Source: an optimization exercise on an open RTL-to-GDS flow (aim: small area). Production flows keep margins and buffers that such runs may drop. The RTL was checked by simulation tests, not by an equivalence proof against the original design. The flow treats the clock pin as an ideal source, which a real chip does not have. Power and IR drop assume default switching activity.

==> trial 96 <==
// uart_stopwatch
module uart_stopwatch(
    input clk, rst_n,
    input rx,
    output [7:0] seg_out,
    output [7:0] sel_out,
    output tx
);
    wire s_tick, fire, lock, q_empty, q_full, tx_done;
    wire [2:0] rb;
    wire [3:0] code, head;
    wire [3:0] d0, s0, m0, h0;
    wire [2:0] s1, m1;
    wire [1:0] h1;
    wire cmd_c;
    wire up, go;
    wire [4:0] bcnt;
    sw_baud u_baud(.clk(clk), .rst_n(rst_n), .s_tick(s_tick), .bcnt(bcnt));
    sw_rx u_rx(.clk(clk), .rst_n(rst_n), .rx(rx), .s_tick(s_tick), .fire(fire), .rb(rb));
    sw_ctrl u_ctrl(.clk(clk), .rst_n(rst_n), .fire(fire), .rb(rb), .bcnt(bcnt), .cmd_c(cmd_c), .up(up), .go(go),
                   .lock(lock), .d0(d0), .s0(s0), .s1(s1), .m0(m0), .m1(m1), .h0(h0), .h1(h1), .code(code));
    sw_time u_time(.clk(clk), .rst_n(rst_n), .clr(cmd_c), .up(up), .go(go),
                   .d0(d0), .s0(s0), .s1(s1), .m0(m0), .m1(m1), .h0(h0), .h1(h1));
    sw_txq u_txq(.clk(clk), .rst_n(rst_n), .wr(lock), .code(code), .rd(tx_done),
                 .head(head), .empty(q_empty), .full(q_full));
    sw_tx u_tx(.clk(clk), .rst_n(rst_n), .s_tick(s_tick), .head(head), .empty(q_empty),
               .tx_done(tx_done), .tx(tx));
    sw_led u_led(.clk(clk), .rst_n(rst_n), .d0(d0), .s0(s0), .s1(s1), .m0(m0), .m1(m1), .h0(h0), .h1(h1),
                 .seg_out(seg_out), .sel_out(sel_out));
endmodule
==> module sw_rx, before the edit <==
module sw_rx(input clk, rst_n, rx, s_tick, output fire, output reg [2:0] rb);
    reg [3:0] rs;              
    reg [3:0] rc_lo;
    wire [7:0] rc = {rs ^ 4'b0001, rc_lo};
    reg       rok;     
    wire r_idle  = ~rc[7] & ~rc[6] & rc[4];
    wire r_sample = rc[7] & s_tick & (rc[3:0] == 4'hf);
    assign fire = r_idle & rok;    
    always @(posedge clk, negedge rst_n)
        if (!rst_n)
            rs <= 4'b0000;
        else if (r_idle) begin
            if (!rx)
                rs <= 4'b0110;
        end else if (s_tick)
            rs <= (rc[7:4] + {3'd0, rc[3:0] == 4'hf}) ^ 4'b0001;
    always @(posedge clk)
        rc_lo <= r_idle ? 4'b1000 : rc_lo + {3'd0, s_tick};
    always @(posedge clk)
        if (r_sample && !rc[6] && !(rc[5] & rc[4]))
            rb <= {rx, rb[2:1]};
    always @(posedge clk, negedge rst_n)
        if (!rst_n)
            rok <= 1'b0;
        else if (r_idle)
            rok <= 1'b0;
        else if (r_sample)
            case (rc[6:4])
                3'd0: rok <= 1'b1;
                3'd3: rok <= rok & ~rx;
                3'd4: rok <= rok & (rx ^ (rb[0] & rb[1]));
                3'd6: rok <= rok & rx;
                3'd7: rok <= rok & ~rx;
                default: ;
            endcase
endmodule
==> flow/config.mk <==
export PLATFORM = sky130hd
export DESIGN_NAME = uart_stopwatch
export DESIGN_NICKNAME = uart_stopwatch
export VERILOG_FILES = /design/flow/design.v
export SDC_FILE = /design/flow/constraint.sdc
export NUM_CORES = 4
export LEC_CHECK = 0
export CAP_MARGIN = 20
export CORE_MARGIN = 2
export CORE_UTILIZATION = 40
export PLACE_DENSITY = 0.6
export SLEW_MARGIN = 20
==> flow/constraint.sdc <==
create_clock -name core_clock -period 10.0 [get_ports {clk}]
set_input_delay 2.0000 -clock core_clock [delete_from_list [all_inputs] [get_ports {clk}]]
set_output_delay 2.0000 -clock core_clock [all_outputs]
set_load 0.01 [all_outputs]
standard.sh (not shown) runs the stock make flow with config.mk's settings and CLKGATE_MAP_FILE= SYNTH_SCRIPT=/design/flow/synth_recipe.tcl, a recipe that flattens the netlist after the stock synthesis.
==> flow/flow/run.sh <==
#!/bin/bash
# Own layout flow: the standard ORFS flow (standard.sh) with
#  * an area-oriented ABC script (flow/area.abc) for the combinational logic;
#    registers are mapped by the standard synthesis script, unchanged; adders
#    are left to ABC too (no ADDER_MAP_FILE);
#  * a clock tree of clkbuf_4 without dummy loads, where a buffer whose
#    loads see too slow a clock edge becomes clkbuf_8 (flow/cts_fix.tcl);
#  * minimum-size port buffers (buf_1) on every input and output.
# Each tool's output goes to a log file in this folder (ORFS also keeps its
# per-step logs under orfs/logs/).
set -euo pipefail
work=$(pwd)

# Synthesis script: synth_recipe.tcl with Yosys's abc call given our script.
{
  head -n 1 synth_recipe.tcl
  cat <<EOT
proc abc {args} {
  set i [lsearch \$args -script]
  lset args [expr {\$i + 1}] $work/flow/area.abc
  yosys abc {*}\$args
}
EOT
  tail -n +2 synth_recipe.tcl
} > own_synth.tcl
sed "s#$work/synth_recipe.tcl#$work/own_synth.tcl#" standard.sh > own_standard.sh
grep -q own_synth.tcl own_standard.sh

bash own_standard.sh \
  "CTS_ARGS=-sink_clustering_enable -repair_clock_nets -dont_use_dummy_load -sink_clustering_size 30 -sink_clustering_max_diameter 100 -buf_list sky130_fd_sc_hd__clkbuf_4" \
  "POST_CTS_TCL=$work/flow/cts_fix.tcl" \
  "BUFFER_PORTS_ARGS=-buffer_cell sky130_fd_sc_hd__buf_1" \
  "ADDER_MAP_FILE=" \
  finish > flow_make.log 2>&1
test -s out/final.def
Other scripts of this flow, unchanged in this note and not shown: flow/flow/area.abc, flow/flow/cts_fix.tcl
==> inputs of trial 47, as changes to trial 96 <==
--- a/flow/design.v
+++ b/flow/design.v
@@ -37,12 +37,13 @@
             bcnt <= s_tick ? 5'd1 : bcnt + 5'd1;
 endmodule
-module sw_rx(input clk, rst_n, rx, s_tick, output fire, output reg [2:0] rb);
+module sw_rx(input clk, rst_n, rx, s_tick, output fire, output [2:0] rb);
     reg [3:0] rs;              
     reg [3:0] rc_lo;
     wire [7:0] rc = {rs ^ 4'b0001, rc_lo};
-    reg       rok;     
+    reg [2:0] rbs;             
+    assign rb = rbs ^ 3'b110;
     wire r_idle  = ~rc[7] & ~rc[6] & rc[4];
     wire r_sample = rc[7] & s_tick & (rc[3:0] == 4'hf);
-    assign fire = r_idle & rok;    
+    assign fire = r_idle;
     always @(posedge clk, negedge rst_n)
         if (!rst_n)
@@ -55,21 +56,20 @@
     always @(posedge clk)
         rc_lo <= r_idle ? 4'b1000 : rc_lo + {3'd0, s_tick};
-    always @(posedge clk)
-        if (r_sample && !rc[6] && !(rc[5] & rc[4]))
-            rb <= {rx, rb[2:1]};
-    always @(posedge clk, negedge rst_n)
-        if (!rst_n)
-            rok <= 1'b0;
-        else if (r_idle)
-            rok <= 1'b0;
-        else if (r_sample)
-            case (rc[6:4])
-                3'd0: rok <= 1'b1;
-                3'd3: rok <= rok & ~rx;
-                3'd4: rok <= rok & (rx ^ (rb[0] & rb[1]));
-                3'd6: rok <= rok & rx;
-                3'd7: rok <= rok & ~rx;
-                default: ;
-            endcase
+    reg kill;
+    always @*
+        case (rc[6:4])
+            3'd3: kill = rx;
+            3'd4: kill = ~(rx ^ (rb[0] & rb[1]));
+            3'd6: kill = ~rx;
+            3'd7: kill = rx;
+            default: kill = 1'b0;
+        endcase
+    always @(posedge clk, negedge rst_n)
+        if (!rst_n)
+            rbs <= 3'b000;
+        else if (r_idle || (r_sample && kill))
+            rbs <= 3'b000;
+        else if (r_sample && !rc[6] && !(rc[5] & rc[4]))
+            rbs <= {rx, rb[2:1]} ^ 3'b110;
 endmodule
 module sw_ctrl(input clk, rst_n, fire, input [2:0] rb, input [4:0] bcnt,
Settings changed: CORE_UTILIZATION 40 to 65, PLACE_DENSITY 0.6 to 0.8.
==> notes <==
- Between trial 96 and trial 47, the lower design area is in trial 47 (gap about 2.7%, measured against trial 47).
- Between trial 96 and trial 47, the lower non-clock buffer count is in trial 47 (gap 1).
- Critical path depth: trial 96 is higher than trial 47 (1).
- Fmax: trial 96 is higher than trial 47 (1.6%).
- Of trial 96 and trial 47, trial 96 has the higher area after synthesis (gap 1.1%, measured against trial 47).
- Of trial 96 and trial 47, trial 47 has the higher first-iteration DRC count (gap about 0.7%, measured against trial 47).
- Against trial 47, the cell count of trial 96 is higher by 12%.
- Clock skew: trial 96 is lower than trial 47 (0.0038 ns).
- Of trial 96 and trial 47, trial 47 has the higher utilization (gap 26 points).
- Sequential share of layout area: trial 96 is lower than trial 47 (0.91 points).
==> figures <==
|  | trial 47 | trial 96 |
|---|---|---|
| Fillers | 736 | 1449 |
| Non-clock buffer instance count of the final layout | 22 | 23 |
| Power per standard cell area | 132 mW/mm^2 | 131 mW/mm^2 |
| Final Total Pwr | 899 uW | 916 uW |
| Routed wire length on met3 | 1070 um | 590 um |
| Share of synthesized cell area in full adder, half adder and majority cells | 0% | 0.155% |
| Sequential cell count | 144 | 145 |
| Power dissipated in the clock network | 268 uW | 282 uW |
| Metal2 WL | 6770 um | 6840 um |
| Clock network share of area | 2.25% | 2.37% |
| Total number of vias | 5045 | 4929 |
| Share of power burned in the clock network | 29.9% | 30.8% |
| Placed wire-length estimate after detailed placement | 9480 um | 9710 um |
| Portion of total power attributed to combinational logic | 1.5% | 1.2% |
| Wire length of the first global-routing pass | 23000 um | 23700 um |
| Final non-clock buffer share | 1.40% | 1.47% |
| Layout inverter count without the clock tree | 15 | 19 |
| Drt first-iter violations | 591 | 587 |
| Synth Register Bits | 144 | 145 |
| Critical-path cell with the highest stage delay | sky130_fd_sc_hd__nor3_1 | sky130_fd_sc_hd__dfrtp_1 |
| Compound-gate portion of the synthesized area | 18.6% | 18.6% |
| Outcome | no timing/DRC/antenna violations | no timing/DRC/antenna violations |

==> what the ideal ports hide <==
How much do the figures lean on ideal ports? The routed layouts below were timed once more, with nothing changed but the port constraints.
Step 1 (the two cells are an assumption about what drives the block):
set clk [get_ports {clk}]
set_driving_cell -lib_cell sky130_fd_sc_hd__clkbuf_16 $clk
set_driving_cell -lib_cell sky130_fd_sc_hd__buf_2 [delete_from_list [all_inputs] $clk]
Step 2 adds t to the input delays and takes it off the output delays; t is the mean of the earliest and latest rising clock arrival at the registers after step 1. Input paths then give back, and output paths get back, about the clock's delay inside the block.
a / b / c = ideal ports / drivers / drivers and shift; a / b = the first two.
| run | t, ns | setup slack, ns | slew at the worst register clock pin (ns) |
|---|---|---|---|
| trial 96 | 0.452 | 5.306 / 5.271 / 5.722 | 0.10 / 0.10 |
| trial 47 | 0.443 | 5.232 / 5.199 / 5.642 | 0.11 / 0.11 |
After both steps every run listed still meets setup and hold.
